Source: an optimization exercise on an open RTL-to-GDS flow (aim: small area, a short achievable clock period and few clock cycles). Production flows keep margins and buffers that such runs may drop. Only simulation tests tie the RTL to the original design; equivalence was not proved.

rev 12:
==> flow/design.v <==
module cache(
    input  wire         clk,
    input  wire         resetn,
    input  wire         valid,
    input  wire         op,
    input  wire [ 2: 0] index,
    input  wire [24: 0] tag,
    input  wire [ 3: 0] offset,
    input  wire [ 3: 0] wstrb,
    input  wire [31: 0] wdata,
    output wire         addr_ok,
    output wire         data_ok,
    output wire [31: 0] rdata,
    output wire         rd_req,
    output wire [ 2: 0] rd_type,
    output wire [31: 0] rd_addr,
    input  wire         rd_rdy,
    input  wire         ret_valid,
    input  wire         ret_last,
    input  wire [31: 0] ret_data,
    output wire         wr_req,
    output wire [ 2: 0] wr_type,
    output wire [31: 0] wr_addr,
    output wire [ 3: 0] wr_wstrb,
    output wire [127:0] wr_data,
    input  wire         wr_rdy
);
reg  [24:0] tag_mem  [0:15];
reg  [15:0] vld;
reg  [15:0] drt;
reg  [ 7:0] lru;                 
wire [31:0] data_mem [0:63];
reg        r_done;               
reg        r_wait;               
reg        r_free;               
reg        r_onrf;               
reg        r_op;
reg [ 2:0] r_index;
reg [ 7:0] r_set;                
reg [24:0] r_tag;
reg [ 1:0] r_word;
reg [ 3:0] r_lane;               
reg [ 3:0] r_wstrb;
reg [31:0] r_wdata;
reg        r_way;                
reg [31:0] rdata_q;
reg        st_now;               
reg         pend;                
reg         p_wb;                
reg         wrdy_q;              
reg         rd_req_q;
reg         wr_req_q;
reg [127:0] wb_buf;
reg [ 24:0] wb_tag;
reg         burst;               
reg         rf;                  
reg         f_way;
reg [  2:0] f_index;
reg [  7:0] f_set;               
reg [  1:0] f_cnt;               
reg [  1:0] a_cnt;               
reg         rq_valid;            
reg [  3:0] rq_lane;             
reg [ 31:0] rq_data;
reg  [7:0] vf_s;                 
reg  [7:0] vv_s;                 
wire [7:0] rf_s;                 
wire [7:0] vs_s;                 
wire [7:0] vd_s;                 
genvar gs;
generate
for (gs = 0; gs < 8; gs = gs + 1) begin : pset
    assign rf_s[gs] = rf & f_set[gs];
    assign vs_s[gs] = vf_s[gs] ? vv_s[gs] : lru[gs];
    assign vd_s[gs] = vs_s[gs] ? (vld[8+gs] & drt[8+gs]) : (vld[gs] & drt[gs]);
end
endgenerate
wire [ 1:0] iw = offset[3:2];
wire [24:0] t0 = tag_mem[{1'b0, index}];
wire [24:0] t1 = tag_mem[{1'b1, index}];
wire [15:0] eq;
genvar ge;
generate
for (ge = 0; ge < 16; ge = ge + 1) begin : cmp
    assign eq[ge] = vld[ge] & (tag_mem[ge] == tag);
end
endgenerate
wire m0 = eq[{1'b0, index}];
wire m1 = eq[{1'b1, index}];
wire hit = m0 | m1;
wire rf_set  = rf_s[index];
wire rf0     = rf_set & ~f_way;              
wire rf1     = rf_set &  f_way;
wire beat    = burst & ret_valid;
wire in_arr  = iw < f_cnt;
wire in_rq   = rq_lane[iw];
wire arr_now = beat & (iw == a_cnt);
wire w_avail = in_arr | in_rq | arr_now;     
wire lane_busy = op & beat & (a_cnt == iw);  
wire done0   = rf0 ? w_avail : ~lane_busy;
wire done1   = rf1 ? w_avail : ~lane_busy;
wire l_done  = m0 & done0 | m1 & done1;
wire l_onrf  = m0 & rf0 & ~w_avail | m1 & rf1 & ~w_avail;
wire same_r = st_now & r_set[index];         
wire vsel   = vs_s[index];
wire vdirty = vd_s[index] | same_r & (r_way == vsel);
wire stale  = same_r & (r_way == vsel);     
wire [127:0] line0 = {data_mem[{1'b0, index, 2'd3}], data_mem[{1'b0, index, 2'd2}],
                      data_mem[{1'b0, index, 2'd1}], data_mem[{1'b0, index, 2'd0}]};
wire [127:0] line1 = {data_mem[{1'b1, index, 2'd3}], data_mem[{1'b1, index, 2'd2}],
                      data_mem[{1'b1, index, 2'd1}], data_mem[{1'b1, index, 2'd0}]};
wire rqf  = rq_lane[iw] & f_set[index];
wire rqf0 = rqf & ~f_way;
wire rqf1 = rqf &  f_way;
wire stf  = st_now & r_set[index] & r_lane[iw];
wire stf0 = stf & ~r_way;
wire stf1 = stf &  r_way;
wire ret0 = r_wait | rf0 & arr_now;
wire ret1 = r_wait | rf1 & arr_now;
wire [3:0] iw1h = 4'd1 << iw;
wire [31:0] x0, x1;
genvar gb;
generate
for (gb = 0; gb < 4; gb = gb + 1) begin : fwd
    wire st0  = ~ret0 & stf0 & r_wstrb[gb];
    wire st1  = ~ret1 & stf1 & r_wstrb[gb];
    wire rq0  = ~ret0 & ~st0 & rqf0;
    wire rq1  = ~ret1 & ~st1 & rqf1;
    wire [3:0] ar0 = {4{~ret0 & ~st0 & ~rqf0}} & iw1h;
    wire [3:0] ar1 = {4{~ret1 & ~st1 & ~rqf1}} & iw1h;
    assign x0[gb*8 +: 8] = {8{ret0}} & ret_data[gb*8 +: 8]
                         | {8{st0}} & r_wdata[gb*8 +: 8]
                         | {8{rq0}} & rq_data[gb*8 +: 8]
                         | {8{ar0[0]}} & line0[  0 + gb*8 +: 8]
                         | {8{ar0[1]}} & line0[ 32 + gb*8 +: 8]
                         | {8{ar0[2]}} & line0[ 64 + gb*8 +: 8]
                         | {8{ar0[3]}} & line0[ 96 + gb*8 +: 8];
    assign x1[gb*8 +: 8] = {8{ret1}} & ret_data[gb*8 +: 8]
                         | {8{st1}} & r_wdata[gb*8 +: 8]
                         | {8{rq1}} & rq_data[gb*8 +: 8]
                         | {8{ar1[0]}} & line1[  0 + gb*8 +: 8]
                         | {8{ar1[1]}} & line1[ 32 + gb*8 +: 8]
                         | {8{ar1[2]}} & line1[ 64 + gb*8 +: 8]
                         | {8{ar1[3]}} & line1[ 96 + gb*8 +: 8];
end
endgenerate
wire [31:0] l_rdata = m1 ? x1 : x0;
wire [127:0] vline;
genvar gv;
generate
for (gv = 0; gv < 16; gv = gv + 1) begin : vmerge
    wire m  = stale & r_lane[gv / 4] & r_wstrb[gv % 4];
    wire u0 = ~m & ~vsel;
    wire u1 = ~m &  vsel;
    assign vline[gv*8 +: 8] = {8{m}} & r_wdata[(gv % 4)*8 +: 8]
                            | {8{u0}} & line0[gv*8 +: 8]
                            | {8{u1}} & line1[gv*8 +: 8];
end
endgenerate
wire r_beat = beat & (a_cnt == r_word);
wire w_done = r_onrf ? r_beat : (~pend & ~r_beat);      
wire acc = valid & r_free;
assign addr_ok  = r_free;
assign data_ok  = r_done;
assign rdata    = rdata_q;
assign wr_req   = wr_req_q;
assign rd_req   = rd_req_q;
assign rd_type  = 3'b100;
assign rd_addr  = {r_tag, r_index, 4'd0};
assign wr_type  = 3'b100;
assign wr_wstrb = 4'b1111;
assign wr_addr  = {wb_tag, r_index, 4'd0};
assign wr_data  = wb_buf;
wire wb_take = wr_req & wr_rdy;
wire rd_take = rd_req & rd_rdy;
wire miss_now = acc & ~hit;
wire pend_n   = ~rd_take & (pend | miss_now);
wire p_wb_n   = pend ? (p_wb & ~wb_take) : vdirty;
wire burst_n  = rd_take | burst & ~(beat & ret_last);
wire wrdy_n   = wr_rdy & ~wb_take;
wire        rf_n    = rd_take | rf & ~(rq_valid & (f_cnt == 2'd3));
wire [ 7:0] fset_n  = rd_take ? r_set : f_set;
wire        fway_n  = rd_take ? r_way : f_way;
wire [15:0] vld_n   = vld | {16{rd_take}} & (16'd1 << {r_way, r_index});
wire [ 7:0] rfs_n   = {8{rf_n}} & fset_n;
always @(posedge clk) begin
    if (!resetn) begin
        r_done <= 1'b0;
        r_wait <= 1'b0;
        r_free <= 1'b1;
        r_onrf <= 1'b0;
        st_now <= 1'b0;
    end else if (acc) begin
        r_done <= l_done;
        r_wait <= ~l_done;
        r_free <= l_done;
        r_onrf <= l_onrf;
        st_now <= op & l_done;
    end else if (r_wait) begin
        if (rd_take)
            r_onrf <= 1'b1;
        if (w_done) begin
            r_done <= 1'b1;
            r_wait <= 1'b0;
            r_free <= 1'b1;
            r_onrf <= 1'b0;
            st_now <= r_op;
        end
    end else begin
        r_done <= 1'b0;
        st_now <= 1'b0;
    end
end
always @(posedge clk) begin
    if (acc) begin
        r_op    <= op;
        r_index <= index;
        r_set   <= 8'd1 << index;
        r_tag   <= tag;
        r_word  <= iw;
        r_lane  <= 4'd1 << iw;
        r_wstrb <= wstrb;
        r_wdata <= wdata;
        r_way   <= m1 | ~m0 & vsel;
    end
end
always @(posedge clk) begin
    rdata_q <= l_rdata;
end
always @(posedge clk) begin
    if (!pend) begin
        wb_buf <= vline;
        wb_tag <= vsel ? t1 : t0;
    end
    rq_data <= ret_data;
end
always @(posedge clk) begin
    if (!resetn) begin
        pend     <= 1'b0;
        p_wb     <= 1'b0;
        wrdy_q   <= 1'b0;
        rd_req_q <= 1'b0;
        wr_req_q <= 1'b0;
        burst    <= 1'b0;
        rf       <= 1'b0;
        f_way    <= 1'b0;
        f_index  <= 3'd0;
        f_set    <= 8'd0;
        f_cnt    <= 2'd0;
        a_cnt    <= 2'd0;
        rq_valid <= 1'b0;
        rq_lane  <= 4'd0;
        vf_s     <= 8'hff;
        vv_s     <= 8'h00;
    end else begin
        vf_s     <= rfs_n | ~vld_n[7:0] | ~vld_n[15:8];
        vv_s     <= (rfs_n & {8{~fway_n}}) | (~rfs_n & vld_n[7:0]);
        wrdy_q   <= wrdy_n;
        rd_req_q <= pend_n & ~burst_n & (~p_wb_n | wrdy_n);
        wr_req_q <= pend_n & p_wb_n;
        rq_valid <= beat;
        rq_lane  <= {4{beat}} & (4'd1 << a_cnt);
        if (beat) begin
            a_cnt <= a_cnt + 2'd1;
            if (ret_last)
                burst <= 1'b0;
        end
        if (rq_valid) begin
            f_cnt <= f_cnt + 2'd1;
            if (f_cnt == 2'd3)
                rf <= 1'b0;
        end
        if (acc & ~hit) begin
            pend <= 1'b1;
            p_wb <= vdirty;
        end
        if (wb_take)
            p_wb <= 1'b0;
        if (rd_take) begin
            pend    <= 1'b0;
            burst   <= 1'b1;
            rf      <= 1'b1;
            f_way   <= r_way;
            f_index <= r_index;
            f_set   <= r_set;
            f_cnt   <= 2'd0;
            a_cnt   <= 2'd0;
        end
    end
end
always @(posedge clk) begin
    if (rd_take)
        tag_mem[{r_way, r_index}] <= r_tag;
end
always @(posedge clk) begin
    if (!resetn) begin
        vld <= 16'd0;
        lru <= 8'd0;
    end else begin
        if (rd_take)
            vld[{r_way, r_index}] <= 1'b1;
        if (acc)
            lru[index] <= ~(m1 | ~m0 & vsel);
    end
end
always @(posedge clk) begin
    if (rd_take)
        drt[{r_way, r_index}] <= 1'b0;
    else if (st_now)
        drt[{r_way, r_index}] <= 1'b1;
end
genvar gw, gj;
generate
for (gj = 0; gj < 4; gj = gj + 1) begin : lane
    wire st_here = st_now & r_lane[gj];
    wire [31:0] bus;
    for (gb = 0; gb < 4; gb = gb + 1) begin : bb
        assign bus[gb*8 +: 8] = (st_here & r_wstrb[gb]) ? r_wdata[gb*8 +: 8] : rq_data[gb*8 +: 8];
    end
    for (gw = 0; gw < 2; gw = gw + 1) begin : way
        for (gs = 0; gs < 8; gs = gs + 1) begin : set
            wire fill = rq_lane[gj] & (f_way == gw) & f_set[gs];
            wire st   = st_here & (r_way == gw) & r_set[gs];
            reg [31:0] q;
            assign data_mem[gw*32 + gs*4 + gj] = q;
            for (gb = 0; gb < 4; gb = gb + 1) begin : bl
                always @(posedge clk) begin
                    if (fill | st & r_wstrb[gb])
                        q[gb*8 +: 8] <= bus[gb*8 +: 8];
                end
            end
        end
    end
end
endgenerate
endmodule
Settings: LEC_CHECK=0, CAP_MARGIN=20, CORE_MARGIN=2, CORE_UTILIZATION=50, CTS_CLUSTER_DIAMETER=60, CTS_CLUSTER_SIZE=20, PLACE_DENSITY=0.6, SETUP_SLACK_MARGIN=4.0, SLEW_MARGIN=20, TNS_END_PERCENT=5; clock period 8.0 ns.
standard.sh (not shown) runs the stock make flow with config.mk's settings and CLKGATE_MAP_FILE= SYNTH_SCRIPT=/design/flow/synth_recipe.tcl, a recipe that flattens the netlist after the stock synthesis.
==> flow/flow/run.sh <==
#!/bin/bash
# Standard layout, with the port buffers built from buf_4 instead of the
# smallest buffer ORFS picks (a delay cell that the resizer leaves in place).
cp standard.sh standard_sh_copy.log
export BUFFER_PORTS_ARGS="-buffer_cell sky130_fd_sc_hd__buf_4"
bash standard.sh > standard.log 2>&1
Testbench counts of rev 12, summed over its fixed seeds: cycles 96,078.
Setup changes, rev 12 to rev 13
diff --git a/flow/design.v b/flow/design.v
--- a/flow/design.v
+++ b/flow/design.v
@@ -34,6 +34,7 @@
 reg        r_wait;               
 reg        r_free;               
 reg        r_onrf;               
+reg        rw_rd;                
 reg        r_op;
 reg [ 2:0] r_index;
 reg [ 7:0] r_set;                
@@ -115,8 +116,8 @@
 wire stf  = st_now & r_set[index] & r_lane[iw];
 wire stf0 = stf & ~r_way;
 wire stf1 = stf &  r_way;
-wire ret0 = r_wait | rf0 & arr_now;
-wire ret1 = r_wait | rf1 & arr_now;
+wire ret0 = rf0 & arr_now;
+wire ret1 = rf1 & arr_now;
 wire [3:0] iw1h = 4'd1 << iw;
 wire [31:0] x0, x1;
 genvar gb;
@@ -159,10 +160,12 @@
 endgenerate
 wire r_beat = beat & (a_cnt == r_word);
 wire w_done = r_onrf ? r_beat : (~pend & ~r_beat);      
-wire acc = valid & r_free;
-assign addr_ok  = r_free;
-assign data_ok  = r_done;
-assign rdata    = rdata_q;
+wire armed = rw_rd & burst & (a_cnt == r_word);         
+wire early = armed & ret_valid;
+wire acc = valid & (r_free | early);
+assign addr_ok  = r_free | early;
+assign data_ok  = r_done | early;
+assign rdata    = rw_rd ? ret_data : rdata_q;
 assign wr_req   = wr_req_q;
 assign rd_req   = rd_req_q;
 assign rd_type  = 3'b100;
@@ -189,21 +192,33 @@
         r_wait <= 1'b0;
         r_free <= 1'b1;
         r_onrf <= 1'b0;
+        rw_rd  <= 1'b0;
         st_now <= 1'b0;
     end else if (acc) begin
         r_done <= l_done;
         r_wait <= ~l_done;
         r_free <= l_done;
         r_onrf <= l_onrf;
+        rw_rd  <= l_onrf & ~op;
         st_now <= op & l_done;
+    end else if (early) begin
+        r_done <= 1'b0;
+        r_wait <= 1'b0;
+        r_free <= 1'b1;
+        r_onrf <= 1'b0;
+        rw_rd  <= 1'b0;
+        st_now <= 1'b0;
     end else if (r_wait) begin
-        if (rd_take)
+        if (rd_take) begin
             r_onrf <= 1'b1;
+            rw_rd  <= ~r_op;
+        end
         if (w_done) begin
             r_done <= 1'b1;
             r_wait <= 1'b0;
             r_free <= 1'b1;
             r_onrf <= 1'b0;
+            rw_rd  <= 1'b0;
             st_now <= r_op;
         end
     end else begin
### Flow results
Relative to rev 12, the simple-gate area share of the yosys netlist of rev 13 is higher by 0.44 points. Rev 13 vs. rev 12: met3 demand-to-capacity share in global routing went down; global-route usage went down; wire length held. Capturing instance or port of the critical path = rdata_q[28]$_DFF_P_: rev 13; capturing instance or port of the critical path = rdata_q[7]$_DFF_P_: rev 12. Going from rev 12 to rev 13, the number of vias per cell was found to have gone down by about 2.6%. On number of logic stages on the critical path including buffering: between rev 12 and rev 13, it ends up lower for rev 13.
Testbench counts of rev 13, summed over its fixed seeds: cycles 92,404.

-- what the ideal ports hide --
The flow's constraints put no driver on any port. The routed layouts listed below were extracted and timed again, unchanged, in two steps.
Step 1: set_driving_cell puts a clkbuf_16 on clk and a buf_2 on each other input, an assumption about the parent block.
Step 2 moves the port delays by t, midway between the first and last clock arrival at a register: inputs arrive t later, outputs are due t later. That takes back most of the time a late clock gives input paths.
Slacks: ideal / step 1 / step 2; pairs: ideal / step 1.
| run | t, ns | setup slack, ns | worst setup path at the end | worst register clock-pin slew, ns | cell pins on the clock port's net |
|---|---|---|---|---|---|
| rev 12 | 0.959 | 3.695 / 3.501 / 2.543 | input to register | 0.09 / 0.09 | 1 |
| rev 13 | 0.969 | 3.680 / 3.570 / 2.601 | input to register | 0.09 / 0.09 | 1 |
After both steps every run listed still meets setup and hold. For rev 12, which loses most, drivers alone change the setup slack by -0.194 ns; drivers and shift together by -1.152 ns.
